Context: an optimization exercise on an open-source flow, tuned for small area and a short achievable clock period. The choices shown serve that exercise and are no tape-out recipe.
The RTL was checked by simulation tests, not by an equivalence proof against the original design.
Power and IR drop assume default switching activity.

## flow/design.v (module list and top-level ports; edited modules follow where they fit)
// module alu: 28 lines
// module mul32p: 892 lines
// module cond_check: 28 lines
// module decoder: 67 lines
// module data_path: 302 lines
module data_path (
    input  wire        clk,
    input  wire        reset,
    input  wire [31:0] instr,
    input  wire [31:0] read_data,
    input  wire        irq,
    input  wire        firq,
    output wire [31:0] pc,
    output wire [31:0] addr_data,
    output wire [31:0] write_data,
    output wire        we
);
  // ...
==> flow/flow/run.sh <==
#!/bin/bash
# Layout: the standard ORFS flow (standard.sh), unchanged except that
# timing repair (floorplan, CTS and global-route repair_timing) aims for a
# larger setup slack than the default and uses only unbuffer, sizing, pin
# swap and cloning moves (no rebuffering), so that it sizes the critical
# paths instead of stopping once the 15 ns clock is met.  The SDC, clock
# period, synthesis and every other step are the standard ones.
set -euo pipefail
cd "$(dirname "$0")/.."
bash standard.sh SETUP_SLACK_MARGIN=9.5 SETUP_MOVE_SEQUENCE=unbuffer,sizeup,swap,clone finish > flow_make.log 2>&1
==> flow/standard.sh <==
#!/bin/bash
# synth_recipe.tcl (not shown) runs the flow's synth.tcl, then flattens the netlist and writes it again
# the make line also repeats each setting of config.mk as NAME=value (left out here)
make -C /OpenROAD-flow-scripts/flow DESIGN_CONFIG=/design/flow/config.mk WORK_HOME=/design/flow/orfs CLKGATE_MAP_FILE= SYNTH_SCRIPT=/design/flow/synth_recipe.tcl "${@:-finish}"
==> flow/config.mk <==
export PLATFORM = sky130hd
export DESIGN_NAME = data_path
export DESIGN_NICKNAME = data_path
export VERILOG_FILES = /design/flow/design.v
export SDC_FILE = /design/flow/constraint.sdc
export NUM_CORES = 4
export LEC_CHECK = 0
export ABC_AREA = 1
export CAP_MARGIN = 30
export CELL_PAD_IN_SITES_DETAIL_PLACEMENT = 1
export CELL_PAD_IN_SITES_GLOBAL_PLACEMENT = 2
export CORE_MARGIN = 2
export CORE_UTILIZATION = 45
export CTS_CLUSTER_DIAMETER = 100
export CTS_CLUSTER_SIZE = 20
export PLACE_DENSITY = 0.55
export SLEW_MARGIN = 30
==> flow/constraint.sdc <==
create_clock -name core_clock -period 15.0 [get_ports {clk}]
set_input_delay 3.0000 -clock core_clock [delete_from_list [all_inputs] [get_ports {clk}]]
set_output_delay 3.0000 -clock core_clock [all_outputs]
set_load 0.01 [all_outputs]
==> flow_metrics.env, run 1 <==
export IMPL_h_tree_depth=3
export IMPL_initial_core_util_pct=45.2
export IMPL_synth_compound_area_share_pct=17.6
export IMPL_ctsHoldBuffers=0
export IMPL_power_mw=18.5
export IMPL_worstSetupStartpointType="flop"
export IMPL_num_fill_cells=19300
export IMPL_status="finished clean"
export IMPL_clkPwrFrac_pct=12.3
export IMPL_seq_cells=1213
export IMPL_powerDensity_nw_per_um2=218
export IMPL_tritoncts="done"
export IMPL_hold_viol=0
export IMPL_grt_max_degree=115
export IMPL_rows=150
export IMPL_avgSynthCellArea_sq_um=8.57
export IMPL_largest_class="multi-input gates"
export IMPL_met2_usage_pct=68.5
export IMPL_grt_ovfl_total=0
export IMPL_synth_area_mux_share_pct=0.658
export IMPL_clock_cell_area_share_pct=2.72
export IMPL_slowest_delay_ns=0.61
export IMPL_die_x_um=413
export IMPL_pg_comb_mw=11.9
export IMPL_fin_setup_tns_ns=0
export IMPL_irDropWorstVdd_mv=0.642
==> module alu, before the edit <==
module alu(
    input  wire [31:0] src_ina,
    input  wire [31:0] src_inb,
    input  wire [2:0]  alu_control,
    input  wire        swap,
    output reg  [31:0] alu_result,
    output wire [3:0]  alu_flags
);
    wire [31:0] a = swap ? src_inb : src_ina;
    wire [31:0] b = swap ? src_ina : src_inb;
    wire        sub = alu_control[0];
    wire [32:0] sum = {1'b0, a} + {1'b0, b ^ {32{sub}}} + {32'd0, sub};
    wire        cout = sum[32] ^ sub;
    always @(*) begin
        case (alu_control)
            3'b000, 3'b001, 3'b100, 3'b101: alu_result = sum[31:0];
            3'b010: alu_result = a & b;
            3'b011: alu_result = a | b;
            3'b111: alu_result = a ^ b;
            default: alu_result = 32'b0;
        endcase
    end
    wire zero     = (alu_result == 32'b0);
    wire neg      = alu_result[31];
    wire overflow = ~alu_control[1] & ((a[31] ^ b[31]) == sub) & (a[31] ^ alu_result[31]);
    wire carry    = ~alu_control[1] & cout;
    assign alu_flags = {neg, zero, carry, overflow};
endmodule
==> module data_path, before the edit <==
module data_path (
    input  wire        clk,
    input  wire        reset,
    input  wire [31:0] instr,
    input  wire [31:0] read_data,
    input  wire        irq,
    input  wire        firq,
    output wire [31:0] pc,
    output wire [31:0] addr_data,
    output wire [31:0] write_data,
    output wire        we
);
    genvar g;
    reg  [31:0] pc_f;
    reg  [31:0] instr_d;
    reg         pc_src_e, reg_write_e, mem_to_reg_e, mem_write_e;
    reg  [2:0]  alu_control_e;
    reg         branch_e, alu_src_e, shift_flag_e, swap_e;
    reg  [1:0]  flag_write_e;
    reg  [3:0]  cond_e;
    reg  [31:0] rd1_e, rd2_e;
    reg  [15:0] m_one_e, m_two_e, m_neg_e;
    reg  [25:0] ext_imm_e;
    reg  [3:0]  wa3_e;
    reg  [1:0]  int_req_e;
    reg         mul_control_e;
    reg  [1:0]  sh_kind_e;
    reg  [4:0]  sh_amt_e;
    reg         sh_big_e;
    reg         fam, faw, fbm, fbw;
    reg  [3:0]  flags;
    reg         pc_src_m, reg_write_m, mem_to_reg_m, mem_write_m;
    reg  [31:0] alu_result_m, write_data_m;
    reg  [3:0]  wa3_m;
    reg         pc_src_w, reg_write_w, mem_to_reg_w;
    reg  [31:0] result_w;
    reg  [3:0]  wa3_w;
    wire        pc_src_d, reg_write_d, mem_to_reg_d, mem_write_d, alu_src_d;
    wire [1:0]  imm_src_d, reg_src_d, flag_write_d;
    wire [2:0]  alu_control_d;
    wire        shift_flag_d, swap_d, branch_d, link_d, svc_d;
    wire        mul_flag_d, mul_control_d;
    decoder decoder_u(
        .instr_d(instr_d), .pcs(pc_src_d), .reg_w(reg_write_d),
        .mem_w(mem_write_d), .mem_to_reg(mem_to_reg_d), .alu_src(alu_src_d),
        .imm_src(imm_src_d), .reg_src(reg_src_d), .alu_control(alu_control_d),
        .flag_w(flag_write_d), .shift_flag(shift_flag_d), .swap(swap_d),
        .branch(branch_d), .link(link_d), .interrupt_svc(svc_d),
        .mul_flag(mul_flag_d), .mul_control(mul_control_d));
    wire [3:0] ra1_d = reg_src_d[0] ? 4'd15 :
                       mul_flag_d   ? instr_d[15:12] : instr_d[19:16];
    wire [3:0] ra2_d = reg_src_d[1] ? instr_d[15:12] : instr_d[3:0];
    wire [3:0] ra4_d = instr_d[11:8];
    wire [3:0] wa3_d = mul_flag_d ? instr_d[19:16] : instr_d[15:12];
    wire m_fiq = firq;
    wire m_irq = ~firq & irq;
    wire m_svc = ~firq & ~irq & svc_d;
    wire m_usr = ~firq & ~irq & ~svc_d;
    wire ldr_stall = ((ra1_d == wa3_e) | (ra2_d == wa3_e)) & mem_to_reg_e;
    wire [31:0] pc_plus4 = pc_f + 32'd4;
    wire [31:0] pc_plus8 = pc_f + 32'd8;
    wire        we3      = reg_write_w;
    wire        link_w   = ~we3 & link_d & m_usr;
    wire        clear_rf = reset & ~we3 & ~link_d;
    wire [31:0] wdata    = we3 ? result_w : link_d ? pc_plus4 : 32'd0;
    wire        whz      = |wdata[31:5];
    wire [25:0] rf_en;
    wire [32:0] rf_q [0:25];
    generate
        for (g = 0; g < 26; g = g + 1) begin : g_rf
            localparam integer LR = (g < 15) ? g : (g < 22) ? g - 7 :
                                    (g < 24) ? g - 9 : g - 11;
            wire hit = we3 & (wa3_w == LR);
            wire sel = (g < 8)  ? 1'b1 :
                       (g < 13) ? ~m_fiq :
                       (g < 15) ? m_usr :
                       (g < 22) ? m_fiq :
                       (g < 24) ? m_irq : m_svc;
            assign rf_en[g] = (hit & sel) | clear_rf | ((g == 14) ? link_w : 1'b0);
            reg [32:0] q;
            always @(posedge clk)
                if (rf_en[g]) q <= {whz, wdata};
            assign rf_q[g] = q;
        end
    endgenerate
    wire [32:0] lr [0:15];
    generate
        for (g = 0; g < 8; g = g + 1) begin : g_lo
            assign lr[g] = rf_q[g];
        end
        for (g = 8; g < 13; g = g + 1) begin : g_mid
            assign lr[g] = m_fiq ? rf_q[g + 7] : rf_q[g];
        end
        for (g = 13; g < 15; g = g + 1) begin : g_hi
            assign lr[g] = m_fiq ? rf_q[g + 7] :
                           m_irq ? rf_q[g + 9] :
                           m_svc ? rf_q[g + 11] : rf_q[g];
        end
    endgenerate
    assign lr[15] = {|pc_plus8[31:5], pc_plus8};
    wire [32:0] rd1_x = lr[ra1_d];
    wire [32:0] rd2_x = lr[ra2_d];
    wire [32:0] rs_x  = lr[ra4_d];
    wire [32:0] rd3_x = lr[wa3_w];
    wire [31:0] rd1_d = rd1_x[31:0];
    wire [31:0] rd2_d = rd2_x[31:0];
    wire [31:0] rs_d  = rs_x[31:0];
    wire [32:0] rs_bx = {rs_d, 1'b0};
    wire [15:0] m_one_d, m_two_d, m_neg_d;
    generate
        for (g = 0; g < 16; g = g + 1) begin : g_booth
            assign m_one_d[g] = rs_bx[2*g+1] ^ rs_bx[2*g];
            assign m_two_d[g] = (rs_bx[2*g+2] & ~rs_bx[2*g+1] & ~rs_bx[2*g]) |
                                (~rs_bx[2*g+2] & rs_bx[2*g+1] & rs_bx[2*g]);
            assign m_neg_d[g] = rs_bx[2*g+2];
        end
    endgenerate
    wire [25:0] ext_imm_d = (imm_src_d == 2'b00) ? {18'b0, instr_d[7:0]} :
                            (imm_src_d == 2'b01) ? {14'b0, instr_d[11:0]} :
                            (imm_src_d == 2'b10) ? {instr_d[23:0], 2'b00} : 26'b0;
    localparam [1:0] SK_LSL = 2'd0, SK_LSR = 2'd1, SK_ROR = 2'd2, SK_IMM = 2'd3;
    wire        i11_4_zero = (instr_d[11:4] == 8'b0);
    wire        regsh      = instr_d[4];
    wire [4:0]  amt        = regsh ? rd3_x[4:0] : instr_d[11:7];
    wire        big        = regsh & rd3_x[32];
    reg  [1:0]  sh_kind_d;
    reg  [4:0]  sh_amt_d;
    reg         sh_big_d;
    always @(*) begin
        sh_kind_d = SK_ROR;
        sh_amt_d  = 5'd0;
        sh_big_d  = 1'b0;
        if (alu_src_d) begin
            if (i11_4_zero) sh_kind_d = SK_IMM;
            else begin sh_kind_d = SK_LSR; sh_big_d = 1'b1; end
        end else if (instr_d[7:4] == 4'b0001) begin
            sh_kind_d = SK_ROR;
        end else case (instr_d[6:5])
            2'b00: if (i11_4_zero) begin sh_kind_d = SK_LSR; sh_big_d = 1'b1; end
                   else begin sh_kind_d = SK_LSL; sh_amt_d = amt; sh_big_d = big; end
            2'b11: begin sh_kind_d = SK_ROR; sh_amt_d = amt; end
            default: begin sh_kind_d = SK_LSR; sh_amt_d = amt; sh_big_d = big; end
        endcase
    end
    wire [31:0] instr_n = (reset | ldr_stall) ? 32'b0 : instr;
    wire [1:0]  reg_src_n;
    wire        mul_flag_n;
    decoder decoder_n(
        .instr_d(instr_n), .pcs(), .reg_w(), .mem_w(), .mem_to_reg(),
        .alu_src(), .imm_src(), .reg_src(reg_src_n), .alu_control(),
        .flag_w(), .shift_flag(), .swap(), .branch(), .link(),
        .interrupt_svc(), .mul_flag(mul_flag_n), .mul_control());
    wire [3:0] ra1_n = reg_src_n[0] ? 4'd15 :
                       mul_flag_n   ? instr_n[15:12] : instr_n[19:16];
    wire [3:0] ra2_n = reg_src_n[1] ? instr_n[15:12] : instr_n[3:0];
    always @(posedge clk) begin
        fam <= ~reset & reg_write_e & (ra1_n == wa3_e);
        faw <= ~reset & reg_write_m & (ra1_n == wa3_m);
        fbm <= ~reset & reg_write_e & (ra2_n == wa3_e);
        fbw <= ~reset & reg_write_m & (ra2_n == wa3_m);
    end
    wire        cond_ex;
    cond_check cond_check_u(.cond(cond_e), .flags(flags), .cond_ex(cond_ex));
    wire        branch_take_e = branch_e & cond_ex;
    wire        flush_e = reset | ldr_stall | branch_take_e;
    always @(posedge clk) begin
        if (flush_e) begin
            pc_src_e      <= 1'b0;
            reg_write_e   <= 1'b0;
            mem_to_reg_e  <= 1'b0;
            mem_write_e   <= 1'b0;
            alu_control_e <= 3'b0;
            branch_e      <= 1'b0;
            alu_src_e     <= 1'b0;
            flag_write_e  <= 2'b0;
            rd1_e         <= 32'b0;
            rd2_e         <= 32'b0;
            m_one_e       <= 16'b0;
            m_two_e       <= 16'b0;
            m_neg_e       <= 16'b0;
            wa3_e         <= 4'b0;
            shift_flag_e  <= 1'b0;
            swap_e        <= 1'b0;
            int_req_e     <= 2'b0;
        end else begin
            pc_src_e      <= pc_src_d;
            reg_write_e   <= reg_write_d;
            mem_to_reg_e  <= mem_to_reg_d;
            mem_write_e   <= mem_write_d;
            alu_control_e <= alu_control_d;
            branch_e      <= branch_d;
            alu_src_e     <= alu_src_d;
            flag_write_e  <= flag_write_d;
            rd1_e         <= rd1_d;
            rd2_e         <= rd2_d;
            m_one_e       <= m_one_d;
            m_two_e       <= m_two_d;
            m_neg_e       <= m_neg_d;
            wa3_e         <= wa3_d;
            shift_flag_e  <= shift_flag_d;
            swap_e        <= swap_d;
            int_req_e     <= {m_irq | m_svc, m_fiq | m_svc};
        end
    end
    always @(posedge clk) begin
        cond_e        <= instr_d[31:28];
        ext_imm_e     <= ext_imm_d;
        mul_control_e <= mul_control_d;
        sh_kind_e     <= sh_kind_d;
        sh_amt_e      <= sh_amt_d;
        sh_big_e      <= sh_big_d;
    end
    wire [31:0] ext_imm_x = {{6{ext_imm_e[25]}}, ext_imm_e};
    wire [31:0] src_a = fam ? alu_result_m : faw ? result_w : rd1_e;
    wire [31:0] src_b = fbm ? alu_result_m : fbw ? result_w : rd2_e;
    wire [31:0] src_bi = alu_src_e ? ext_imm_x : src_b;
    wire [31:0] alu_result;
    wire [3:0]  alu_flags;
    alu alu_u(.src_ina(src_a), .src_inb(src_bi), .alu_control(alu_control_e),
              .swap(swap_e), .alu_result(alu_result), .alu_flags(alu_flags));
    wire [31:0] mul_out;
    mul32p mul_u(.a(rd1_e), .b_one(m_one_e), .b_two(m_two_e), .b_neg(m_neg_e),
                 .c(mul_control_e ? rd2_e : 32'd0), .p(mul_out));
    wire [4:0]  rot_amt = (sh_kind_e == SK_LSL) ? (5'd0 - sh_amt_e) : sh_amt_e;
    wire [31:0] rot_s0 = rot_amt[0] ? {rd2_e[0],     rd2_e[31:1]}  : rd2_e;
    wire [31:0] rot_s1 = rot_amt[1] ? {rot_s0[1:0],  rot_s0[31:2]} : rot_s0;
    wire [31:0] rot_s2 = rot_amt[2] ? {rot_s1[3:0],  rot_s1[31:4]} : rot_s1;
    wire [31:0] rot_s3 = rot_amt[3] ? {rot_s2[7:0],  rot_s2[31:8]} : rot_s2;
    wire [31:0] rot    = rot_amt[4] ? {rot_s3[15:0], rot_s3[31:16]} : rot_s3;
    wire [31:0] sh_mask;
    generate
        for (g = 0; g < 32; g = g + 1) begin : g_mask
            assign sh_mask[g] = ~sh_big_e &
                ((sh_kind_e == SK_LSL) ? (sh_amt_e <= g) :
                 (sh_kind_e == SK_LSR) ? (sh_amt_e <= 31 - g) : 1'b1);
        end
    endgenerate
    wire [31:0] shift_out = (sh_kind_e == SK_IMM) ? ext_imm_x : (rot & sh_mask);
    wire [31:0] alu_result_e = shift_flag_e ? shift_out :
                               mul_flag_d   ? mul_out : alu_result;
    always @(posedge clk or posedge reset) begin
        if (reset) flags <= 4'b0;
        else begin
            if (flag_write_e[1]) flags[3:2] <= alu_flags[3:2];
            if (flag_write_e[0]) flags[1:0] <= alu_flags[1:0];
        end
    end
    wire        interrupt_e = |int_req_e;
    wire [31:0] interrupt_vector_e = (int_req_e == 2'd1) ? 32'h1c :
                                     (int_req_e == 2'd2) ? 32'h18 :
                                     (int_req_e == 2'd3) ? 32'h08 : 32'h0;
    always @(posedge clk) begin
        if (reset) begin
            pc_src_m     <= 1'b0;
            reg_write_m  <= 1'b0;
            mem_to_reg_m <= 1'b0;
            mem_write_m  <= 1'b0;
            write_data_m <= 32'b0;
            wa3_m        <= 4'b0;
            alu_result_m <= 32'b0;
        end else begin
            pc_src_m     <= pc_src_e;
            reg_write_m  <= reg_write_e;
            mem_to_reg_m <= mem_to_reg_e;
            mem_write_m  <= mem_write_e;
            write_data_m <= src_b;
            wa3_m        <= wa3_e;
            alu_result_m <= alu_result_e;
        end
    end
    always @(posedge clk) begin
        if (reset) begin
            pc_src_w     <= 1'b0;
            reg_write_w  <= 1'b0;
            mem_to_reg_w <= 1'b0;
            wa3_w        <= 4'b0;
        end else begin
            pc_src_w     <= pc_src_m;
            reg_write_w  <= reg_write_m;
            mem_to_reg_w <= mem_to_reg_m;
            wa3_w        <= wa3_m;
        end
    end
    always @(posedge clk)
        result_w <= mem_to_reg_m ? read_data : alu_result_m;
    wire stall_f = ldr_stall | pc_src_d | pc_src_e | pc_src_m;
    wire [31:0] pc_alt  = interrupt_e ? interrupt_vector_e :
                          pc_src_w    ? result_w : pc_plus4;
    wire [31:0] pc_next = branch_take_e ? alu_result_e : pc_alt;
    always @(posedge clk or posedge reset) begin
        if (reset) pc_f <= 32'b0;
        else if (!stall_f) pc_f <= pc_next;
    end
    always @(posedge clk) begin
        if (reset | ldr_stall) instr_d <= 32'b0;
        else instr_d <= instr;
    end
    assign pc         = pc_f;
    assign addr_data  = alu_result_m;
    assign write_data = write_data_m;
    assign we         = mem_write_m;
endmodule
==> inputs of run 2 (changes only) <==
--- a/flow/design.v
+++ b/flow/design.v
@@ -23,3 +23,12 @@
     end
-    wire zero     = (alu_result == 32'b0);
+    reg         zero;
+    always @(*) begin
+        case (alu_control)
+            3'b000, 3'b100: zero = ((a ^ b) == ((a | b) << 1));
+            3'b001, 3'b101, 3'b111: zero = (a == b);
+            3'b010: zero = ((a & b) == 32'b0);
+            3'b011: zero = ((a | b) == 32'b0);
+            default: zero = 1'b1;
+        endcase
+    end
     wire neg      = alu_result[31];
@@ -1036,3 +1045,3 @@
     reg  [2:0]  alu_control_e;
-    reg         branch_e, alu_src_e, shift_flag_e, swap_e;
+    reg         branch_e, shift_flag_e;
     reg  [1:0]  flag_write_e;
@@ -1048,3 +1057,4 @@
     reg         sh_big_e;
-    reg         fam, faw, fbm, fbw;
+    reg         fbm, fbw;
+    reg  [4:0]  sel_a, sel_b;    
     reg  [3:0]  flags;
@@ -1084,5 +1094,4 @@
     wire [31:0] wdata    = we3 ? result_w : link_d ? pc_plus4 : 32'd0;
-    wire        whz      = |wdata[31:5];
     wire [25:0] rf_en;
-    wire [32:0] rf_q [0:25];
+    wire [31:0] rf_q [0:25];
     generate
@@ -1098,5 +1107,5 @@
             assign rf_en[g] = (hit & sel) | clear_rf | ((g == 14) ? link_w : 1'b0);
-            reg [32:0] q;
+            reg [31:0] q;
             always @(posedge clk)
-                if (rf_en[g]) q <= {whz, wdata};
+                if (rf_en[g]) q <= wdata;
             assign rf_q[g] = q;
@@ -1104,3 +1113,3 @@
     endgenerate
-    wire [32:0] lr [0:15];
+    wire [31:0] lr [0:15];
     generate
@@ -1118,10 +1127,7 @@
     endgenerate
-    assign lr[15] = {|pc_plus8[31:5], pc_plus8};
-    wire [32:0] rd1_x = lr[ra1_d];
-    wire [32:0] rd2_x = lr[ra2_d];
-    wire [32:0] rs_x  = lr[ra4_d];
-    wire [32:0] rd3_x = lr[wa3_w];
-    wire [31:0] rd1_d = rd1_x[31:0];
-    wire [31:0] rd2_d = rd2_x[31:0];
-    wire [31:0] rs_d  = rs_x[31:0];
+    assign lr[15] = pc_plus8;
+    wire [3:0]  ra3_d = shift_flag_d ? wa3_w : ra4_d;
+    wire [31:0] rd1_d = lr[ra1_d];
+    wire [31:0] rd2_d = lr[ra2_d];
+    wire [31:0] rs_d  = lr[ra3_d];
     wire [32:0] rs_bx = {rs_d, 1'b0};
@@ -1142,4 +1148,4 @@
     wire        regsh      = instr_d[4];
-    wire [4:0]  amt        = regsh ? rd3_x[4:0] : instr_d[11:7];
-    wire        big        = regsh & rd3_x[32];
+    wire [4:0]  amt        = regsh ? rs_d[4:0] : instr_d[11:7];
+    wire        big        = regsh & (|rs_d[31:5]);
     reg  [1:0]  sh_kind_d;
@@ -1174,7 +1180,14 @@
     wire [3:0] ra2_n = reg_src_n[1] ? instr_n[15:12] : instr_n[3:0];
+    wire fam_n = ~reset & reg_write_e & (ra1_n == wa3_e);
+    wire faw_n = ~reset & reg_write_m & (ra1_n == wa3_m);
+    wire fbm_n = ~reset & reg_write_e & (ra2_n == wa3_e);
+    wire fbw_n = ~reset & reg_write_m & (ra2_n == wa3_m);
+    wire [4:0] opa_n = fam_n ? 5'b00001 : faw_n ? 5'b00010 : 5'b00100;
+    wire [4:0] opb_n = alu_src_n ? 5'b01000 :
+                       fbm_n ? 5'b00001 : fbw_n ? 5'b00010 : 5'b10000;
     always @(posedge clk) begin
-        fam <= ~reset & reg_write_e & (ra1_n == wa3_e);
-        faw <= ~reset & reg_write_m & (ra1_n == wa3_m);
-        fbm <= ~reset & reg_write_e & (ra2_n == wa3_e);
-        fbw <= ~reset & reg_write_m & (ra2_n == wa3_m);
+        fbm   <= fbm_n;
+        fbw   <= fbw_n;
+        sel_a <= swap_n ? opb_n : opa_n;
+        sel_b <= swap_n ? opa_n : opb_n;
     end
@@ -1184,2 +1197,4 @@
     wire        flush_e = reset | ldr_stall | branch_take_e;
+    wire        swap_n    = ~flush_e & swap_d;
+    wire        alu_src_n = ~flush_e & alu_src_d;
     always @(posedge clk) begin
@@ -1192,3 +1207,2 @@
             branch_e      <= 1'b0;
-            alu_src_e     <= 1'b0;
             flag_write_e  <= 2'b0;
@@ -1201,3 +1215,2 @@
             shift_flag_e  <= 1'b0;
-            swap_e        <= 1'b0;
             int_req_e     <= 2'b0;
@@ -1210,3 +1223,2 @@
             branch_e      <= branch_d;
-            alu_src_e     <= alu_src_d;
             flag_write_e  <= flag_write_d;
@@ -1219,3 +1231,2 @@
             shift_flag_e  <= shift_flag_d;
-            swap_e        <= swap_d;
             int_req_e     <= {m_irq | m_svc, m_fiq | m_svc};
@@ -1232,9 +1243,13 @@
     wire [31:0] ext_imm_x = {{6{ext_imm_e[25]}}, ext_imm_e};
-    wire [31:0] src_a = fam ? alu_result_m : faw ? result_w : rd1_e;
     wire [31:0] src_b = fbm ? alu_result_m : fbw ? result_w : rd2_e;
-    wire [31:0] src_bi = alu_src_e ? ext_imm_x : src_b;
+    wire [31:0] op_a = ({32{sel_a[0]}} & alu_result_m) | ({32{sel_a[1]}} & result_w) |
+                       ({32{sel_a[2]}} & rd1_e) | ({32{sel_a[3]}} & ext_imm_x) |
+                       ({32{sel_a[4]}} & rd2_e);
+    wire [31:0] op_b = ({32{sel_b[0]}} & alu_result_m) | ({32{sel_b[1]}} & result_w) |
+                       ({32{sel_b[2]}} & rd1_e) | ({32{sel_b[3]}} & ext_imm_x) |
+                       ({32{sel_b[4]}} & rd2_e);
     wire [31:0] alu_result;
     wire [3:0]  alu_flags;
-    alu alu_u(.src_ina(src_a), .src_inb(src_bi), .alu_control(alu_control_e),
-              .swap(swap_e), .alu_result(alu_result), .alu_flags(alu_flags));
+    alu alu_u(.src_ina(op_a), .src_inb(op_b), .alu_control(alu_control_e),
+              .swap(1'b0), .alu_result(alu_result), .alu_flags(alu_flags));
     wire [31:0] mul_out;
==> flow/flow/run.sh (replaced) <==
#!/bin/bash
# Layout: the standard ORFS flow (standard.sh), unchanged except that
# timing repair (floorplan, CTS and global-route repair_timing) aims for a
# larger setup slack than the default, so that it sizes and buffers the
# critical paths instead of stopping once the 15 ns clock is met.  The SDC,
# clock period, synthesis and every other step are the standard ones.
set -euo pipefail
cd "$(dirname "$0")/.."
bash standard.sh SETUP_SLACK_MARGIN=9.5 finish > flow_make.log 2>&1
--- a/flow/config.mk
+++ b/flow/config.mk
@@ -7,3 +7,2 @@
 export LEC_CHECK = 0
-export ABC_AREA = 1
 export CAP_MARGIN = 30
@@ -13,4 +12,2 @@
 export CORE_UTILIZATION = 45
-export CTS_CLUSTER_DIAMETER = 100
-export CTS_CLUSTER_SIZE = 20
 export PLACE_DENSITY = 0.55
==> run 2 against run 1 <==
Compared with the run above: utilization is 3.5 points higher; clock skew up 0.0097 ns; maximum frequency rose by 0.44%; critical path depth is 5 higher; still clean; combinational power is 39% higher.
==> flow_metrics.env, run 2 <==
export IMPL_irDropWorstVdd_mv=1.23
export IMPL_worst_setup_path_end_kind="flop"
export IMPL_avgSynthCellArea_sq_um=10.2
export IMPL_die_area_sq_um=168000
export IMPL_grt_max_degree=80
export IMPL_critical_path_arrival_ns=7.01
export IMPL_clock_fmax_mhz=158
export IMPL_initial_core_util_pct=45.2
export IMPL_final_cell_mix="edfxtp_1, nand2_1, nor2_1, a22oi_1, inv_1"
export IMPL_io_buffers=164
export IMPL_tightest_slew_ns=1.23
export IMPL_die_x_um=410
export IMPL_cts_sinks=1193
export IMPL_critPathRequiredTime_ns=15.69
export IMPL_num_vias=71500
export IMPL_synth_seq_cells=1193
export IMPL_maxSlewHeadroom_pct=17.7
export IMPL_track_usage_pct=47.9
export IMPL_worst_slack_ns=8.68
export IMPL_async_reset_ff_share_pct=3.02
export IMPL_fin_setup_tns_ns=0
export IMPL_yosysUniqueCellTypes=103
export IMPL_die_y_um=410
export IMPL_synth_common_cells="edfxtp_1, nand2_1, nor2_1"
export IMPL_top_register="g_rf.q"
export IMPL_hpwl_mm=259
export IMPL_routed_via_density=7.30
export IMPL_rows=149
export IMPL_power_leakage_nw=33.1
export IMPL_final_nets=7960
export IMPL_synth_xor_area_share_pct=5.79
export IMPL_fin_skew_ns=0.0629
export IMPL_crit_type="reg -> reg"
export IMPL_finalCritPeriodShare_pct=42.1
export IMPL_hp_class="reg -> reg"
export IMPL_largest_register_ffs=832
export IMPL_area_growth_pct=20.3
export IMPL_status="finished clean"
export IMPL_cts_buffers=137
export IMPL_finalWirelength_mm=423
export IMPL_clock_path_buffers=3
export IMPL_place_ws_ns=6.63
export IMPL_antenna_found_initial=31
export IMPL_yosys_area_share_adder_pct=9.05
export IMPL_synth_edf_count=832
export IMPL_core_area_sq_um=164000
export IMPL_drc_errors=0
export IMPL_synth_area_mux_share_pct=6.96
export IMPL_ys_warn_count=4
export IMPL_final_cells=9802
export IMPL_min_period_ns=6.32
export IMPL_hold_viol=0
export IMPL_cap_violations=0
export IMPL_rsz0062_at_grt="true"
export IMPL_grt_pass1_vias=68700
export IMPL_boundaryPins=165
export IMPL_ys_seq_area_share_pct=43.6
export IMPL_cts_root_buffer="clkbuf_16"
export IMPL_grt_pass1_wl_mm=561
export IMPL_final_antenna_net_count=0
export IMPL_synthCells=7259
export IMPL_worstSetupStartpointType="flop"
export IMPL_path_common_cell="buf_4"
export IMPL_fin_util_pct=54.3
export IMPL_crit_fanout=26
export IMPL_gp_congestion=1.03
export IMPL_fin_worst_hold_slack_ns=0.328
export IMPL_grt_ovfl_total=0
export IMPL_synthFlopType="edfxtp_1"
export IMPL_finalMaxSlewViolations=0
export IMPL_clk_latency_ns=0.84
export IMPL_netlist_area_leader_share_pct=33.6
export IMPL_synth_nets=7733
export IMPL_powerDensity_nw_per_um2=273
export IMPL_num_fill_cells=17300
export IMPL_yosys_area_top_type="edfxtp_1"
export IMPL_synthTopCellsByArea="edfxtp_1, dfxtp_1, fa_1, mux2i_1, a22oi_1"
export IMPL_layout_drive_gt1_share_pct=17.0
export IMPL_clk_transition_reported_paths_ns=0.07
export IMPL_tritoncts="done"
export IMPL_synth_simple_area_share_pct=10.7
export IMPL_setup_viol=0
export IMPL_drtPass1Iterations=10
export IMPL_slowest_stage="fa_2"
export IMPL_final_common_cell="edfxtp_1"
export IMPL_synth_compound_area_share_pct=19.1
export IMPL_h_tree_depth=4
export IMPL_multi_input_area_sq_um=41200
export IMPL_drtIter0Drc=11800
export IMPL_slowest_delay_ns=0.58
export IMPL_wl_per_cell_um=43.1
export IMPL_seq_area_sq_um=32500
export IMPL_yosysMostFrequentCell="edfxtp_1"
export IMPL_ctsHoldBuffers=0
export IMPL_synth_top_family_by_area="compound AO/OA/AOI/OAI gates"
export IMPL_post_place_cells=9332
export IMPL_netlist_area_sq_um=74300
[run 2: cell types whose count changed in the layout (fill, tap and decap cells not counted), sizes merged, moves of 193 or more]
cell,previous run,this run
inv,1082,400
o22ai,530,174
mux2i,36,343
xnor2,27,326
nand2,1968,571
buf,241,438
o21ai,697,348
xor2,358,165
a22oi,19,430
[run 2: routing by layer]
layer	part of all wire, %	global-route usage [%]
met5	0.065	0.316
met4	9.9	36.8
met3	14	16.1
met2	41	68.4
met1	35	59.5
[run 2: per-stage QoR]
step,power [mW],area [sq um]
final,24.4,89400
after global routing,25.0,89300
after CTS,22.6,87200
after detailed placement,15.3,79800
after global placement,15.1,79600
after floorplan,11.0,75100
[run 2: final cells by class]
cell class                      instances  area share, %
Multi-Input combinational cell       5127           46.2
Sequential cell                      1193           36.4
Timing Repair Buffer                  635           7.57
Clock buffer                          171           4.06
Tap cell                             2189           3.07
Inverter                              392           1.65
Clock inverter                         78           1.08
Antenna cell                           17         0.0476
[run 2: power by group]
group	leakage [nW]	switching, mW	internal, mW
clock	2.24	1.49	2.03
combinational	19.3	9.57	6.93
sequential	11.6	0.468	3.89
[run 2: critical path, delay by kind of cell (launching register included)]
family,cells,cell delay (ns)
XOR/XNOR,1,0.25
adder cells (fa/ha/maj),6,2.60
AND/OR/NAND/NOR,1,0.11
flip-flops,1,0.34
buffers and inverters,12,1.49
AO/OA/AOI/OAI,7,1.33
[run 2: logic make-up (layout without fill, tap and decap cells)]
group | count (synthesis) | in the layout
other cells | 0 | 17
compound gates | 2049 | 2049
simple gates | 1724 | 1724
mux | 457 | 457
fa+ha+maj | 406 | 406
xor+xnor | 491 | 491
flops | 1193 | 1193
buf+inv | 939 | 1276
[run 2: what timing repair did]
| action | 4_1_cts | 5_1_grt |
|---|---|---|
| setup endpoints to repair | 124 | 79 |
| pin swaps | 69 | 92 |
| buffers inserted | 97 | 65 |
| gates cloned | 18 | 24 |
| resized for setup | 296 | 224 |
[run 2: path summary, 6_finish.rpt]
kind                             startpoint   endpoint  slack (ns)  cells past startpoint
worst max-delay path             m_one_e[3]   pc_f[20]        8.68                     27
worst min-delay path            instr_d[31]  cond_e[3]        0.33                      0
worst max register to register   m_one_e[3]   pc_f[20]        8.68                     27
worst min register to register  instr_d[31]  cond_e[3]        0.33                      0
max in group asynchronous             reset   pc_f[18]       11.63                      3
min in group asynchronous             reset    pc_f[3]        2.42                      2
==> inputs of run 3 (changes only) <==
--- a/flow/design.v
+++ b/flow/design.v
@@ -1272,4 +1272,7 @@
     wire [31:0] shift_out = (sh_kind_e == SK_IMM) ? ext_imm_x : (rot & sh_mask);
-    wire [31:0] alu_result_e = shift_flag_e ? shift_out :
-                               mul_flag_d   ? mul_out : alu_result;
+    wire        e_sh  = shift_flag_e;
+    wire        e_mul = ~shift_flag_e & mul_flag_d;
+    wire        e_alu = ~shift_flag_e & ~mul_flag_d;
+    wire [31:0] alu_result_e = ({32{e_sh}} & shift_out) | ({32{e_mul}} & mul_out) |
+                               ({32{e_alu}} & alu_result);
     always @(posedge clk or posedge reset) begin
@@ -1322,6 +1325,11 @@
                           pc_src_w    ? result_w : pc_plus4;
-    wire [31:0] pc_next = branch_take_e ? alu_result_e : pc_alt;
+    wire        pc_take = ~stall_f & branch_take_e;
+    wire        pc_seq  = ~stall_f & ~branch_take_e;
+    wire [31:0] pc_next = ({32{pc_take & e_mul}} & mul_out) |
+                          ({32{pc_take & e_alu}} & alu_result) |
+                          ({32{pc_take & e_sh}} & shift_out) |
+                          ({32{pc_seq}} & pc_alt) | ({32{stall_f}} & pc_f);
     always @(posedge clk or posedge reset) begin
         if (reset) pc_f <= 32'b0;
-        else if (!stall_f) pc_f <= pc_next;
+        else pc_f <= pc_next;
     end
==> run 3 against run 2 <==
Compared with the run above: still clean; combinational power is 8% lower; routed wire length shrank 0.66%; hold slack better by 0.0012 ns; global-route usage decreased by 0.058 points; sequential cell count unchanged; synthesized cell count shrank 1.1%; area after synthesis is 0.29% higher; first-iteration DRC count decreased by 7.9%; cell count down 1.1%; maximum frequency down 2.7%; sequential power shrank 2%; critical endpoint is now pc_f[29]; highest routed layer unchanged.
==> flow_metrics.env, run 3 <==
export IMPL_status="finished clean"
export IMPL_synthFlopType="edfxtp_1"
export IMPL_cts_root_buffer="clkbuf_16"
export IMPL_tritoncts="done"
export IMPL_crit_type="reg -> reg"
export IMPL_irDropWorstVdd_mv=1.10
export IMPL_power_leakage_nw=32.3
export IMPL_ctsHoldBuffers=0
export IMPL_synth_nets=7653
export IMPL_rows=149
export IMPL_synth_edf_count=832
export IMPL_ys_warn_count=4
export IMPL_final_cell_mix="edfxtp_1, nand2_1, nor2_1, a22oi_1, inv_1"
export IMPL_drtPass1Iterations=8
export IMPL_clk_transition_reported_paths_ns=0.07
export IMPL_largest_register_ffs=832
export IMPL_die_area_sq_um=169000
export IMPL_clk_latency_ns=0.82
export IMPL_cp_num_buf_inv=5
export IMPL_power_mw=22.9
export IMPL_hold_viol=0
export IMPL_path_common_cell="fa_1"
export IMPL_track_usage_pct=47.8
export IMPL_clock_path_buffers=3
export IMPL_routed_via_density=7.31
export IMPL_avgSynthCellArea_sq_um=10.4
export IMPL_worst_setup_path_end_kind="flop"
export IMPL_rrSetupSlack_ns=8.51
export IMPL_crit_fanout=13
export IMPL_grt_max_degree=66
export IMPL_grt_pass1_wl_mm=563
export IMPL_async_reset_ff_share_pct=3.02
export IMPL_synth_compound_area_share_pct=19.3
export IMPL_yosys_area_share_adder_pct=9.03
export IMPL_slowest_stage="fa_1"
export IMPL_fin_skew_ns=0.0524
export IMPL_clock_fmax_mhz=154
export IMPL_final_antenna_net_count=0
export IMPL_place_ws_ns=6.91
export IMPL_synth_xor_area_share_pct=5.57
export IMPL_fin_setup_tns_ns=0
export IMPL_finalWirelength_mm=420
export IMPL_drtIter0Drc=10900
export IMPL_antenna_found_initial=34
export IMPL_synth_top_family_by_area="compound AO/OA/AOI/OAI gates"
export IMPL_synthTopCellsByArea="edfxtp_1, dfxtp_1, fa_1, a22oi_1, xnor2_1"
export IMPL_cts_sinks=1193
export IMPL_drc_errors=0
export IMPL_top_register="g_rf.q"
export IMPL_synth_common_cells="edfxtp_1, nand2_1, a22oi_1"
export IMPL_rsz0062_at_grt="true"
export IMPL_layout_drive_gt1_share_pct=17.7
export IMPL_initial_core_util_pct=45.2
export IMPL_powerDensity_nw_per_um2=257
export IMPL_path_delay_family="adder cells"
export IMPL_yosysUniqueCellTypes=98
export IMPL_synthCells=7179
export IMPL_yosysMostFrequentCell="edfxtp_1"
export IMPL_synth_simple_area_share_pct=10.6
export IMPL_ys_seq_area_share_pct=43.5
export IMPL_num_fill_cells=17100
export IMPL_h_tree_depth=4
export IMPL_slowest_delay_ns=0.61
export IMPL_grt_ovfl_total=0
export IMPL_area_growth_pct=19.6
export IMPL_tightest_slew_ns=1.27
export IMPL_io_buffers=164
export IMPL_fin_worst_hold_slack_ns=0.329
export IMPL_hpwl_mm=270
export IMPL_netlist_area_leader_share_pct=33.5
export IMPL_final_nets=7859
export IMPL_hp_class="reg -> reg"
export IMPL_gp_congestion=1.04
export IMPL_startpoint="m_one_e[7]"
export IMPL_finalCritPeriodShare_pct=43.3
export IMPL_netlist_area_sq_um=74500
export IMPL_final_common_cell="edfxtp_1"
export IMPL_synth_area_mux_share_pct=7.16
export IMPL_rr_startpoint="m_one_e[7]"
export IMPL_core_area_sq_um=165000
export IMPL_yosys_area_top_type="edfxtp_1"
export IMPL_cap_violations=0
export IMPL_grt_pass1_vias=69300
export IMPL_die_y_um=411
export IMPL_critPathRequiredTime_ns=15.68
export IMPL_hp_start="instr_d[29]"
export IMPL_boundaryPins=165
export IMPL_min_period_ns=6.49
export IMPL_cts_buffers=135
export IMPL_worstSetupStartpointType="flop"
export IMPL_setup_viol=0
export IMPL_synth_seq_cells=1193
export IMPL_final_cells=9697
export IMPL_cp_cell_sequence="buf_12 -> buf_4 -> a22oi_1 -> xnor2_1 -> fa_1 -> fa_1 -> fa_1 -> fa_1 -> inv_1 -> fa_1 -> inv_1 -> fa_1 -> ha_2 -> inv_1 -> nor2_1 -> a221oi_2 -> o21ai_1 -> a311oi_2 -> o221ai_4 -> a221o_1"
export IMPL_post_place_cells=9279
export IMPL_die_x_um=411
export IMPL_worst_slack_ns=8.51
export IMPL_critical_path_arrival_ns=7.17
export IMPL_num_vias=70900
export IMPL_wl_per_cell_um=43.3
export IMPL_finalMaxSlewViolations=0
export IMPL_maxSlewHeadroom_pct=15.0
==> run 3: cell types whose count changed after synthesis, sizes merged, moves of 29 or more <==
cell     before  now
nor2        545  503
nand2       571  541
a22oi       430  507
o2bb2ai       5   36
o2111ai      60   30
mux2i       343  268
o22ai       174  104
mux2         74  123
a221oi      183  141
o21ai       348  312
a21oi       372  335
xor2        165  136
==> run 3: per-stage QoR <==
stage               instance area, sq um  utilization, %
CTS                                87300            53.1
finish                             89100            54.1
global placement                   80000            48.6
detailed placement                 80200            48.7
global route                       89000            54.1
floorplan                          75500               -
==> run 3: timing repair <==
action / CTS / global route
setup endpoints to repair: 105 / 59
pin swaps: 48 / 72
cloned: 21 / 14
gates resized for setup: 344 / 204
setup buffers: 64 / 59
==> run 3: kinds of logic (layout without fill, tap and decap cells) <==
logic type / Yosys count / count (layout)
muxes: 447 / 447
AOI/OAI and AO/OA: 2033 / 2034
adders and majority gates: 406 / 406
xor gates and xnor gates: 474 / 474
other: 0 / 18
and+or+nand+nor: 1694 / 1694
DFF: 1193 / 1193
buffers and inverters: 932 / 1242
==> run 3: worst paths after layout <==
| kind | end | cells after the start |
|---|---|---|
| worst max register to register | pc_f[29] | 20 |
| worst min-delay path | cond_e[1] | 0 |
| min in group asynchronous | flags[0] | 4 |
| max in group asynchronous | pc_f[12] | 4 |
| worst max-delay path | pc_f[29] | 20 |
| worst min register to register | cond_e[1] | 0 |
==> run 3: cell type report <==
type | count | area [sq um] | share of cell area [%]
Multi-Input combinational cell | 5055 | 41200 | 46.3
Sequential cell | 1193 | 32500 | 36.5
Inverter | 379 | 1450 | 1.63
Timing Repair Buffer | 621 | 6600 | 7.41
Tap cell | 2189 | 2740 | 3.07
Clock buffer | 171 | 3660 | 4.11
Clock inverter | 71 | 825 | 0.926
Antenna cell | 18 | 45.0 | 0.0506
==> run 3: power breakdown <==
part,internal (mW),switching [mW]
logic,6.16,9.04
registers,3.85,0.417
clock network,1.94,1.49
==> run 3: worst reg2reg max path, cell delays in order (launching register included) <==
cell      delay, ns
dfxtp_2        0.34
buf_12         0.15
buf_4          0.15
a22oi_1        0.26
xnor2_1        0.20
fa_1           0.48
fa_1           0.61
fa_1           0.45
fa_1           0.49
inv_1          0.05
fa_1           0.48
inv_1          0.05
fa_1           0.50
ha_2           0.35
inv_1          0.14
nor2_1         0.10
a221oi_2       0.43
o21ai_1        0.16
a311oi_2       0.43
o221ai_4       0.20
a221o_1        0.38
==> run 3: routing by layer <==
layer  wire length (um)  global-route usage (%)  vias to the layer above  part of all wire (%)
met2             177000                    70.7                     5870                    42
met1             146000                    57.1                    35600                    35
li1                   -                       -                    27400                     -
met3              55300                    16.7                     2038                    13
met5                152                  0.0283                        -                 0.036
met4              41700                    36.8                       24                   9.9
==> inputs of run 4 (changes only) <==
--- a/flow/config.mk
+++ b/flow/config.mk
@@ -12,2 +12,4 @@
 export CORE_UTILIZATION = 45
+export CTS_CLUSTER_DIAMETER = 100
+export CTS_CLUSTER_SIZE = 20
 export PLACE_DENSITY = 0.55
==> run 4 against run 3 <==
Compared with the run above: maximum frequency decreased by 1.4%; die area unchanged; utilization shrank 1.0 points; routed wire length fell by 0.15%; count of clock-buffer cells in the layout is 65 lower; setup slack worse by 0.095 ns; first-iteration DRC count decreased by 5.8%.
==> flow_metrics.env, run 4 <==
export IMPL_die_y_um=411
export IMPL_path_delay_family="adder cells"
export IMPL_topRoutingLayerUsed="met5"
export IMPL_final_antenna_net_count=0
export IMPL_slowest_delay_ns=0.65
export IMPL_rows=149
export IMPL_clk_transition_reported_paths_ns=0.09
export IMPL_synth_seq_cells=1193
export IMPL_tritoncts="done"
export IMPL_worst_slack_ns=8.41
export IMPL_core_area_sq_um=165000
export IMPL_ctsHoldBuffers=0
export IMPL_die_area_sq_um=169000
export IMPL_largest_register_ffs=832
export IMPL_final_cell_mix="edfxtp_1, nand2_1, nor2_1, a22oi_1, inv_1"
export IMPL_top_register="g_rf.q"
export IMPL_final_common_cell="edfxtp_1"
export IMPL_wl_met3_mm=55.3
export IMPL_netlist_area_sq_um=74500
export IMPL_crit_fanout=8
export IMPL_netlist_area_leader_share_pct=33.5
export IMPL_yosys_area_top_type="edfxtp_1"
export IMPL_place_ws_ns=6.91
export IMPL_die_x_um=411
export IMPL_area_growth_pct=17.3
export IMPL_drtPass1Iterations=10
export IMPL_post_place_cells=9279
export IMPL_dr_wl_met2_mm=177
export IMPL_layout_drive_gt1_share_pct=17.0
export IMPL_hpwl_mm=270
export IMPL_avgSynthCellArea_sq_um=10.4
export IMPL_track_usage_pct=47.3
export IMPL_synth_common_cells="edfxtp_1, nand2_1, a22oi_1"
export IMPL_grt_pass1_vias=68200
export IMPL_cts_sinks=1193
export IMPL_maxSlewHeadroom_pct=19.1
export IMPL_async_reset_ff_share_pct=3.02
export IMPL_wl_per_cell_um=43.6
export IMPL_antenna_found_initial=32
export IMPL_path_common_cell="fa_1"
export IMPL_multi_input_area_sq_um=41400
export IMPL_critPathRequiredTime_ns=15.62
export IMPL_grt_ovfl_total=0
export IMPL_initial_core_util_pct=45.2
export IMPL_fin_worst_hold_slack_ns=0.333
export IMPL_hold_viol=0
export IMPL_setup_viol=0
export IMPL_routed_via_density=7.34
export IMPL_synthTopCellsByArea="edfxtp_1, dfxtp_1, fa_1, a22oi_1, xnor2_1"
export IMPL_cts_buffers=72
export IMPL_power_leakage_nw=31.5
export IMPL_finalWirelength_mm=419
export IMPL_slowest_stage="fa_1"
export IMPL_yosysUniqueCellTypes=98
export IMPL_rsz0062_at_grt="true"
export IMPL_cp_num_buf_inv=4
export IMPL_critical_path_arrival_ns=7.21
export IMPL_final_nets=7833
export IMPL_yosysMostFrequentCell="edfxtp_1"
export IMPL_finalCritPeriodShare_pct=43.9
export IMPL_io_buffers=164
export IMPL_clock_fmax_mhz=152
export IMPL_drt_met1_wl_mm=146
export IMPL_clk_latency_ns=0.75
export IMPL_synthCells=7179
export IMPL_worstSetupStartpointType="flop"
export IMPL_boundaryPins=165
export IMPL_tightest_slew_ns=1.21
export IMPL_cts_root_buffer="clkbuf_16"
export IMPL_seq_area_sq_um=32500
export IMPL_hp_class="reg -> reg"
export IMPL_fin_skew_ns=0.0481
export IMPL_ys_seq_area_share_pct=43.5
export IMPL_grt_max_degree=93
export IMPL_status="finished clean"
export IMPL_drc_errors=0
export IMPL_drtIter0Drc=10300
export IMPL_synthFlopType="edfxtp_1"
export IMPL_ys_warn_count=4
export IMPL_final_cells=9620
export IMPL_h_tree_depth=3
export IMPL_cap_violations=0
export IMPL_grt_pass1_wl_mm=557
export IMPL_power_mw=22.1
export IMPL_cp_cell_sequence="buf_6 -> clkinvlp_4 -> buf_12 -> xnor2_1 -> fa_1 -> fa_1 -> fa_1 -> fa_1 -> fa_1 -> inv_1 -> fa_1 -> ha_1 -> nor2_1 -> a221oi_2 -> o21ai_0 -> a311oi_2 -> o221ai_4 -> a221o_1"
export IMPL_num_vias=70700
export IMPL_crit_type="reg -> reg"
export IMPL_num_fill_cells=17300
export IMPL_min_period_ns=6.59
export IMPL_synth_edf_count=832
export IMPL_fin_setup_tns_ns=0
export IMPL_powerDensity_nw_per_um2=252
export IMPL_synth_nets=7653
export IMPL_clock_path_buffers=3
export IMPL_finalMaxSlewViolations=0
export IMPL_worst_setup_path_end_kind="flop"
export IMPL_irDropWorstVdd_mv=1.15
export IMPL_gp_congestion=1.04
## run 4: cell types whose count changed in the layout (fill, tap and decap cells not counted), moves of 11 or more
cell and delta:
clkbuf_16 -60, mux2i_4 +12, clkinv_2 -17, buf_6 +15
bufinv_16 -11, diode_2 +11, buf_4 +17, clkinv_1 -17
## run 4: repair_timing
| action | in CTS | in global routing |
|---|---|---|
| setup endpoints to repair | 112 | 81 |
| resized for setup | 331 | 245 |
| cloned | 20 | 21 |
| setup buffers | 61 | 92 |
| pin swaps | 80 | 83 |
## run 4: cell families (layout without fill, tap and decap cells)
family	after synthesis	after routing	synth area share, %
compound gates	2033	2033	19.3
simple gates	1694	1694	10.6
flops	1193	1193	43.5
buf+inv	932	1155	4.79
xor+xnor	474	474	5.57
mux	447	447	7.16
fa+ha+maj	406	406	9.03
other cells	0	29	0
## run 4: worst paths after layout
kind | to | cells after the start | slack [ns] | start
max | pc_f[29] | 18 | 8.41 | m_neg_e[8]
min | cond_e[1] | 0 | 0.33 | instr_d[29]
max reg2reg | pc_f[29] | 18 | 8.41 | m_neg_e[8]
min reg2reg | cond_e[1] | 0 | 0.33 | instr_d[29]
max in group asynchronous | flags[3] | 4 | 11.43 | reset
min in group asynchronous | pc_f[27] | 4 | 2.89 | reset
## run 4: metal layers
| layer | vias to the layer above | track usage, % |
|---|---|---|
| met3 | 2034 | 16.1 |
| li1 | 27300 | - |
| met5 | - | 0.254 |
| met1 | 35400 | 57.0 |
| met4 | 18 | 34.7 |
| met2 | 5975 | 70.2 |
## run 4: area by class of cell
class                           instances  share of cell area [%]
Timing Repair Buffer                  659                    8.04
Tap cell                             2189                    3.13
Antenna cell                           29                  0.0830
Multi-Input combinational cell       5054                    47.4
Sequential cell                      1193                    37.2
Clock buffer                          106                    2.30
Clock inverter                         11                   0.169
Inverter                              379                    1.67
## run 4: power by group
group	switching, mW	internal [mW]
clock network	1.21	0.952
registers	0.415	3.84
logic	9.32	6.33
## run 4: through the flow
| step | util (%) | cell area (sq um) |
|---|---|---|
| 2_1_floorplan | - | 75500 |
| 3_3_place_gp | 48.6 | 80000 |
| 3_5_place_dp | 48.7 | 80200 |
| 4_1_cts | 51.6 | 84900 |
| 5_1_grt | 53.1 | 87300 |
| 6_report | 53.1 | 87400 |
==> inputs of run 5 (changes only) <==
--- a/flow/config.mk
+++ b/flow/config.mk
@@ -7,2 +7,3 @@
 export LEC_CHECK = 0
+export ABC_AREA = 1
 export CAP_MARGIN = 30
==> run 5 against run 4 <==
Compared with the run above: cell count increased by 18%; setup slack improved by 0.16 ns; largest cell class unchanged; still clean; die area increased by 1.3%.
==> flow_metrics.env, run 5 <==
export IMPL_top_register="g_rf.q"
export IMPL_async_reset_ff_share_pct=3.02
export IMPL_hpwl_mm=297
export IMPL_fin_skew_ns=0.0691
export IMPL_synth_edf_count=832
export IMPL_gp_congestion=1.05
export IMPL_multi_input_area_sq_um=39400
export IMPL_yosysUniqueCellTypes=78
export IMPL_seq_area_sq_um=32500
export IMPL_irDropWorstVdd_mv=0.744
export IMPL_die_area_sq_um=171000
export IMPL_num_fill_cells=19100
export IMPL_routed_via_density=6.77
export IMPL_yosysMostFrequentCell="nand2_1"
export IMPL_fin_util_pct=52.8
export IMPL_wl_per_cell_um=38.5
export IMPL_rows=150
export IMPL_path_common_cell="fa_1"
export IMPL_power_leakage_nw=35.9
export IMPL_maxSlewHeadroom_pct=16.3
export IMPL_synth_common_cells="nand2_1, inv_1, edfxtp_1"
export IMPL_synthTopCellsByArea="edfxtp_1, nand2_1, dfxtp_1, fa_1, inv_1"
export IMPL_grt_ovfl_total=0
export IMPL_worstSetupStartpointType="flop"
export IMPL_avgSynthCellArea_sq_um=8.49
export IMPL_ys_warn_count=4
export IMPL_clk_latency_ns=0.78
export IMPL_ctsHoldBuffers=0
export IMPL_largest_register_ffs=832
export IMPL_grt_pass1_wl_mm=569
export IMPL_drtIter0Drc=11100
export IMPL_cts_buffers=74
export IMPL_final_cell_mix="nand2_1, inv_1, edfxtp_1, nor2_1, o22ai_1"
export IMPL_fin_worst_hold_slack_ns=0.332
export IMPL_crit_type="reg -> reg"
export IMPL_cp_cell_sequence="clkinvlp_4 -> buf_4 -> o22ai_4 -> xor2_2 -> fa_1 -> fa_2 -> fa_1 -> fa_1 -> inv_1 -> fa_1 -> inv_2 -> fa_1 -> ha_4 -> inv_2 -> nor4_4 -> nand4_1 -> buf_4 -> nand3_4 -> nand3_4 -> nand3_2 -> nand2_1 -> inv_1"
export IMPL_clock_fmax_mhz=156
export IMPL_powerDensity_nw_per_um2=246
export IMPL_finalWirelength_mm=439
export IMPL_finalInstanceArea_sq_um=88200
export IMPL_tritoncts="done"
export IMPL_grt_max_degree=118
export IMPL_yosys_area_top_type="edfxtp_1"
export IMPL_final_antenna_net_count=0
export IMPL_final_nets=9611
export IMPL_slowest_stage="fa_1"
export IMPL_power_mw=21.7
export IMPL_clock_path_buffers=3
export IMPL_synthFlopType="edfxtp_1"
export IMPL_initial_core_util_pct=45.2
export IMPL_clk_transition_reported_paths_ns=0.10
export IMPL_tightest_slew_ns=1.22
export IMPL_synth_seq_cells=1193
export IMPL_h_tree_depth=3
export IMPL_grt_pass1_vias=73300
export IMPL_io_buffers=164
export IMPL_ys_seq_area_share_pct=42.9
export IMPL_place_ws_ns=6.84
export IMPL_cts_root_buffer="clkbuf_16"
export IMPL_worst_setup_path_end_kind="flop"
export IMPL_crit_fanout=5
export IMPL_die_y_um=414
export IMPL_track_usage_pct=47.5
export IMPL_slowest_delay_ns=0.59
export IMPL_hp_class="reg -> reg"
export IMPL_netlist_area_leader_share_pct=33.1
export IMPL_finalCritPeriodShare_pct=42.9
export IMPL_synthCells=8889
export IMPL_netlist_area_sq_um=75500
export IMPL_area_growth_pct=16.8
export IMPL_final_cells=11400
export IMPL_critPathRequiredTime_ns=15.73
export IMPL_fin_setup_tns_ns=0
export IMPL_min_period_ns=6.43
export IMPL_rsz0062_at_grt="true"
export IMPL_dpl_cell_area_sq_um=80500
export IMPL_post_place_cells=11000
export IMPL_cts_sinks=1193
export IMPL_drc_errors=0
export IMPL_die_x_um=414
export IMPL_core_area_sq_um=167000
export IMPL_hold_viol=0
export IMPL_setup_viol=0
export IMPL_final_common_cell="nand2_1"
export IMPL_boundaryPins=165
export IMPL_finalMaxSlewViolations=0
export IMPL_layout_drive_gt1_share_pct=13.3
export IMPL_num_vias=77200
export IMPL_cap_violations=0
export IMPL_worst_slack_ns=8.57
export IMPL_critical_path_arrival_ns=7.16
export IMPL_drtPass1Iterations=8
export IMPL_synth_nets=9363
export IMPL_status="finished clean"
export IMPL_antenna_found_initial=40
==> run 5: path summary, 6_finish.rpt <==
check | slack [ns] | endpoint | startpoint | cells past startpoint
max | 8.57 | alu_result_m[31] | rd1_e[27] | 22
min in group asynchronous | 2.44 | pc_f[1] | reset | 2
min reg2reg | 0.33 | cond_e[0] | instr_d[28] | 0
max in group asynchronous | 11.48 | pc_f[29] | reset | 3
min | 0.33 | cond_e[0] | instr_d[28] | 0
max reg2reg | 8.57 | alu_result_m[31] | rd1_e[27] | 22
==> run 5: cells by family after synthesis <==
group	Yosys count	synth area share, %
and+or+nand+nor	3131	17.3
AOI/OAI and AO/OA	2056	17.3
buffers and inverters	1667	8.55
DFF	1193	42.9
xor gates and xnor gates	430	4.99
adders and majority gates	406	8.91
muxes	6	0.0796
==> run 5: what timing repair did <==
| item | CTS | global route |
|---|---|---|
| endpoints found under the setup margin | 154 | 85 |
| gates resized for setup | 341 | 351 |
| pin swaps | 60 | 136 |
| setup buffers | 86 | 109 |
| gates cloned | 6 | 29 |
==> run 5: layout make-up <==
class	instances	share of cell area (%)
Antenna cell	15	0.0426
Clock buffer	103	2.27
Clock inverter	15	0.228
Inverter	1198	5.41
Multi-Input combinational cell	6029	44.7
Sequential cell	1193	36.9
Tap cell	2204	3.13
Timing Repair Buffer	638	7.27
Timing Repair inverter	3	0.0341
==> run 5: metal layers <==
layer  wire length, um  global-route usage [%]
met1            153000                    58.6
met3             55600                    13.3
met5               377                   0.424
met2            185000                    70.9
met4             45300                    35.4
==> run 5: worst max-delay path, delay by kind of cell, from the launching register on <==
family / cells / cell delay [ns]
buf+inv: 7 / 0.99
flops: 1 / 0.37
fa+ha+maj: 7 / 3.43
compound gates: 1 / 0.33
simple gates: 6 / 1.02
xor+xnor: 1 / 0.19
==> run 5: where the power goes <==
| group | switching, mW | total, mW | internal [mW] |
|---|---|---|---|
| Combinational | 9.49 | 15.3 | 5.76 |
| Clock | 1.26 | 2.22 | 0.959 |
| Sequential | 0.374 | 4.21 | 3.84 |
==> inputs of run 6 (changes only) <==
==> flow/flow/run.sh (replaced) <==
#!/bin/bash
# Layout: the standard ORFS flow (standard.sh), unchanged except that
# timing repair (floorplan, CTS and global-route repair_timing) aims for a
# larger setup slack than the default and uses only unbuffer, sizing, pin
# swap and cloning moves (no rebuffering), so that it sizes the critical
# paths instead of stopping once the 15 ns clock is met.  The SDC, clock
# period, synthesis and every other step are the standard ones.
set -euo pipefail
cd "$(dirname "$0")/.."
bash standard.sh SETUP_SLACK_MARGIN=9.5 SETUP_MOVE_SEQUENCE=unbuffer,sizeup,swap,clone finish > flow_make.log 2>&1
--- a/flow/config.mk
+++ b/flow/config.mk
@@ -7,3 +7,2 @@
 export LEC_CHECK = 0
-export ABC_AREA = 1
 export CAP_MARGIN = 30
==> run 6 against run 5 <==
Compared with the run above: critical path type unchanged; critical path depth grew 1; register-to-register slack worse by 0.24 ns; routed wire length fell by 6.5%; highest routed layer unchanged; still clean.
==> flow_metrics.env, run 6 <==
export IMPL_io_buffers=164
export IMPL_fin_setup_tns_ns=0
export IMPL_ctsHoldBuffers=0
export IMPL_avgSynthCellArea_sq_um=10.4
export IMPL_final_common_cell="edfxtp_1"
export IMPL_final_antenna_net_count=0
export IMPL_synth_common_cells="edfxtp_1, nand2_1, a22oi_1"
export IMPL_synthCells=7179
export IMPL_core_area_sq_um=165000
export IMPL_clk_transition_reported_paths_ns=0.09
export IMPL_synth_seq_cells=1193
export IMPL_finalCritPeriodShare_pct=44.5
export IMPL_hpwl_mm=270
export IMPL_power_mw=20.0
export IMPL_tightest_slew_ns=1.19
export IMPL_cap_violations=0
export IMPL_finalWirelength_mm=411
export IMPL_finalMaxSlewViolations=0
export IMPL_wl_per_cell_um=43.5
export IMPL_layout_drive_gt1_share_pct=14.1
export IMPL_routed_via_density=7.34
export IMPL_slowest_stage="fa_1"
export IMPL_yosysUniqueCellTypes=98
export IMPL_crit_type="reg -> reg"
export IMPL_antenna_found_initial=34
export IMPL_startpoint="rd1_e[3]"
export IMPL_post_cts_buffers=0
export IMPL_synthFlopType="edfxtp_1"
export IMPL_clock_path_buffers=3
export IMPL_largest_register_ffs=832
export IMPL_tritoncts="done"
export IMPL_drtIter0Drc=10300
export IMPL_yosysMostFrequentCell="edfxtp_1"
export IMPL_clock_fmax_mhz=150
export IMPL_worstSetupStartpointType="flop"
export IMPL_critical_path_arrival_ns=7.29
export IMPL_post_place_cells=9279
export IMPL_die_y_um=411
export IMPL_clkPwrFrac_pct=10.8
export IMPL_slowest_delay_ns=0.54
export IMPL_ys_warn_count=4
export IMPL_boundaryPins=165
export IMPL_final_cell_mix="edfxtp_1, nand2_1, a22oi_1, nor2_1, inv_1"
export IMPL_irDropWorstVdd_mv=0.946
export IMPL_gp_congestion=1.04
export IMPL_crit_fanout=9
export IMPL_critPathRequiredTime_ns=15.62
export IMPL_p_sw_mw=10.1
export IMPL_rows=149
export IMPL_power_frac_seq_pct=21.3
export IMPL_grt_pass1_wl_mm=548
export IMPL_grt_max_degree=93
export IMPL_p_comb_share_pct=67.9
export IMPL_worst_setup_path_end_kind="flop"
export IMPL_fin_skew_ns=0.0490
export IMPL_grt_ovfl_total=0
export IMPL_grt_busiest_layer="met2"
export IMPL_drtPass1Iterations=9
export IMPL_cts_sinks=1193
export IMPL_synth_edf_count=832
export IMPL_met2_usage_pct=69.2
export IMPL_hp_start="instr_d[29]"
export IMPL_hp_class="reg -> reg"
export IMPL_power_leakage_nw=30.5
export IMPL_grt_util_met3_pct=14.7
export IMPL_h_tree_depth=3
export IMPL_num_vias=69400
export IMPL_setup_viol=0
export IMPL_cp_cell_sequence="buf_12 -> buf_16 -> a22oi_2 -> xnor2_2 -> fa_1 -> inv_1 -> fa_1 -> fa_1 -> inv_1 -> fa_1 -> inv_1 -> fa_1 -> ha_4 -> a21o_1 -> a21o_1 -> a221o_1 -> a311oi_2 -> o21bai_2 -> a31oi_4 -> nand2b_4 -> mux2i_4 -> o221ai_4 -> a221o_1"
export IMPL_grt_use_met1_pct=56.7
export IMPL_p_sw_share_pct=50.4
export IMPL_path_common_cell="fa_1"
export IMPL_synth_nets=7653
export IMPL_status="finished clean"
export IMPL_ys_seq_area_share_pct=43.5
export IMPL_initial_core_util_pct=45.2
export IMPL_area_growth_pct=14.3
export IMPL_maxSlewHeadroom_pct=20.5
export IMPL_die_area_sq_um=169000
export IMPL_synthTopCellsByArea="edfxtp_1, dfxtp_1, fa_1, a22oi_1, xnor2_1"
export IMPL_rr_startpoint="rd1_e[3]"
export IMPL_cts_buffers=72
export IMPL_yosys_area_top_type="edfxtp_1"
export IMPL_netlist_area_leader_share_pct=33.5
export IMPL_die_x_um=411
export IMPL_final_cells=9444
export IMPL_p_int_mw=9.89
export IMPL_fin_worst_hold_slack_ns=0.333
export IMPL_async_reset_ff_share_pct=3.02
export IMPL_min_period_ns=6.67
export IMPL_final_nets=7674
export IMPL_drc_errors=0
export IMPL_netlist_area_sq_um=74500
export IMPL_cts_root_buffer="clkbuf_16"
export IMPL_powerDensity_nw_per_um2=234
export IMPL_grt_pass1_vias=67400
export IMPL_hold_viol=0
export IMPL_track_usage_pct=46.5
export IMPL_top_register="g_rf.q"
export IMPL_rsz0062_at_grt="true"
export IMPL_clk_latency_ns=0.76
[run 6: cell count changes after synthesis, moves of 238 or more]
cell	change
xnor2_1	+272
inv_1	-733
mux2i_1	+260
o22ai_1	-486
nand2_1	-1446
o21ai_0	-238
a22oi_1	+500
[run 6: final timing paths]
check                      slack (ns)  cells after the start         to
hold reg to reg                  0.33                      0  cond_e[1]
setup reg to reg                 8.33                     23   pc_f[29]
min in group asynchronous        2.93                      4   flags[0]
max in group asynchronous       11.43                      4    pc_f[6]
hold / removal                   0.33                      0  cond_e[1]
setup / recovery                 8.33                     23   pc_f[29]
[run 6: cells by family (layout without fill, tap and decap cells)]
logic type | after synthesis | count (layout) | share of synthesized area [%]
AOI/OAI and AO/OA | 2033 | 2036 | 19.3
xor gates and xnor gates | 474 | 474 | 5.57
adders and majority gates | 406 | 406 | 9.03
buffers and inverters | 932 | 992 | 4.79
DFF | 1193 | 1193 | 43.5
muxes | 447 | 447 | 7.16
other | 0 | 12 | 0
and+or+nand+nor | 1694 | 1695 | 10.6
[run 6: area by class of cell]
class | count | area [sq um]
diodes | 12 | 30.0
clock buffers | 106 | 2010
clock inverters | 11 | 148
fillers | 17300 | 79400
inverters | 379 | 1460
multi-input cells | 5058 | 41000
flip-flops and latches | 1193 | 32500
well taps | 2189 | 2740
repair buffers | 496 | 5320
[run 6: power groups by stage]
stage               registers, mW  clock network [mW]  logic, mW
CTS                          4.21                2.16       11.9
finish                       4.25                2.16       13.5
floorplan                    4.09                   0       6.36
detailed placement           4.28                   0       10.3
global route                 4.26                2.25       14.0
global placement             4.27                   0       10.1
[run 6: repair_timing]
item,CTS,global route
setup endpoints to repair,112,79
resized for setup,203,222
cloned,11,24
pin swaps,14,48
[run 6: worst max-delay path, delay by kind of cell, from the launching register on]
kind	cells	cell delay (ns)
flip-flops	1	0.45
buffers and inverters	5	0.53
AO/OA/AOI/OAI	9	2.12
AND/OR/NAND/NOR	1	0.18
XOR/XNOR	1	0.17
multiplexers	1	0.35
adder cells (fa/ha/maj)	6	2.73
[run 6: metal layers]
metal / up-vias / part of all wire [%]
met5: - / 0.058
met4: 26 / 9.5
met3: 1760 / 12
met2: 5647 / 43
met1: 35000 / 36
li1: 26900 / -
[run 6: per-stage QoR]
| step | setup WS (ns) | instance area, sq um | utilization, % |
|---|---|---|---|
| 2_1_floorplan | 9.11 | 75500 | - |
| 6_report | 8.33 | 85200 | 51.7 |
| 3_3_place_gp | 6.96 | 80000 | 48.6 |
| 4_1_cts | 8.42 | 83600 | 50.8 |
| 3_5_place_dp | 6.91 | 80200 | 48.7 |
| 5_1_grt | 8.19 | 85100 | 51.7 |

what the ideal ports hide:
The results above use ideal ports. As a check the final layouts listed here were re-extracted and re-timed, cells and wires unchanged. Step 1 assumes that a clkbuf_16 drives the clock port and a buf_2 every other input. Step 2 moves the port delays by t, midway between the first and last clock arrival at a register: inputs arrive t later, outputs are due t later. That takes back most of the time a late clock gives input paths. Slacks: no drivers / after step 1 / after step 2; pairs: no drivers / after step 1.
run	t (ns)	slack for setup (ns)	hold slack, ns	worst slew at a driven data input, ns
run 1	0.847	8.655 / 8.655 / 8.625	0.324 / 0.324 / 0.324	0.16
run 2	0.906	8.682 / 8.682 / 8.252	0.328 / 0.328 / 0.328	0.30
run 3	0.885	8.506 / 8.506 / 8.413	0.329 / 0.329 / 0.329	0.36
run 4	0.822	8.410 / 8.410 / 8.377	0.333 / 0.333 / 0.333	0.34
run 5	0.846	8.572 / 8.572 / 8.369	0.332 / 0.332 / 0.332	0.30
run 6	0.829	8.332 / 8.333 / 8.333	0.333 / 0.333 / 0.333	0.44
After both steps setup and hold are still met in every run listed. The setup slack of run 2, which loses most, moves by 0.000 ns with the drivers and by -0.430 ns with both steps.
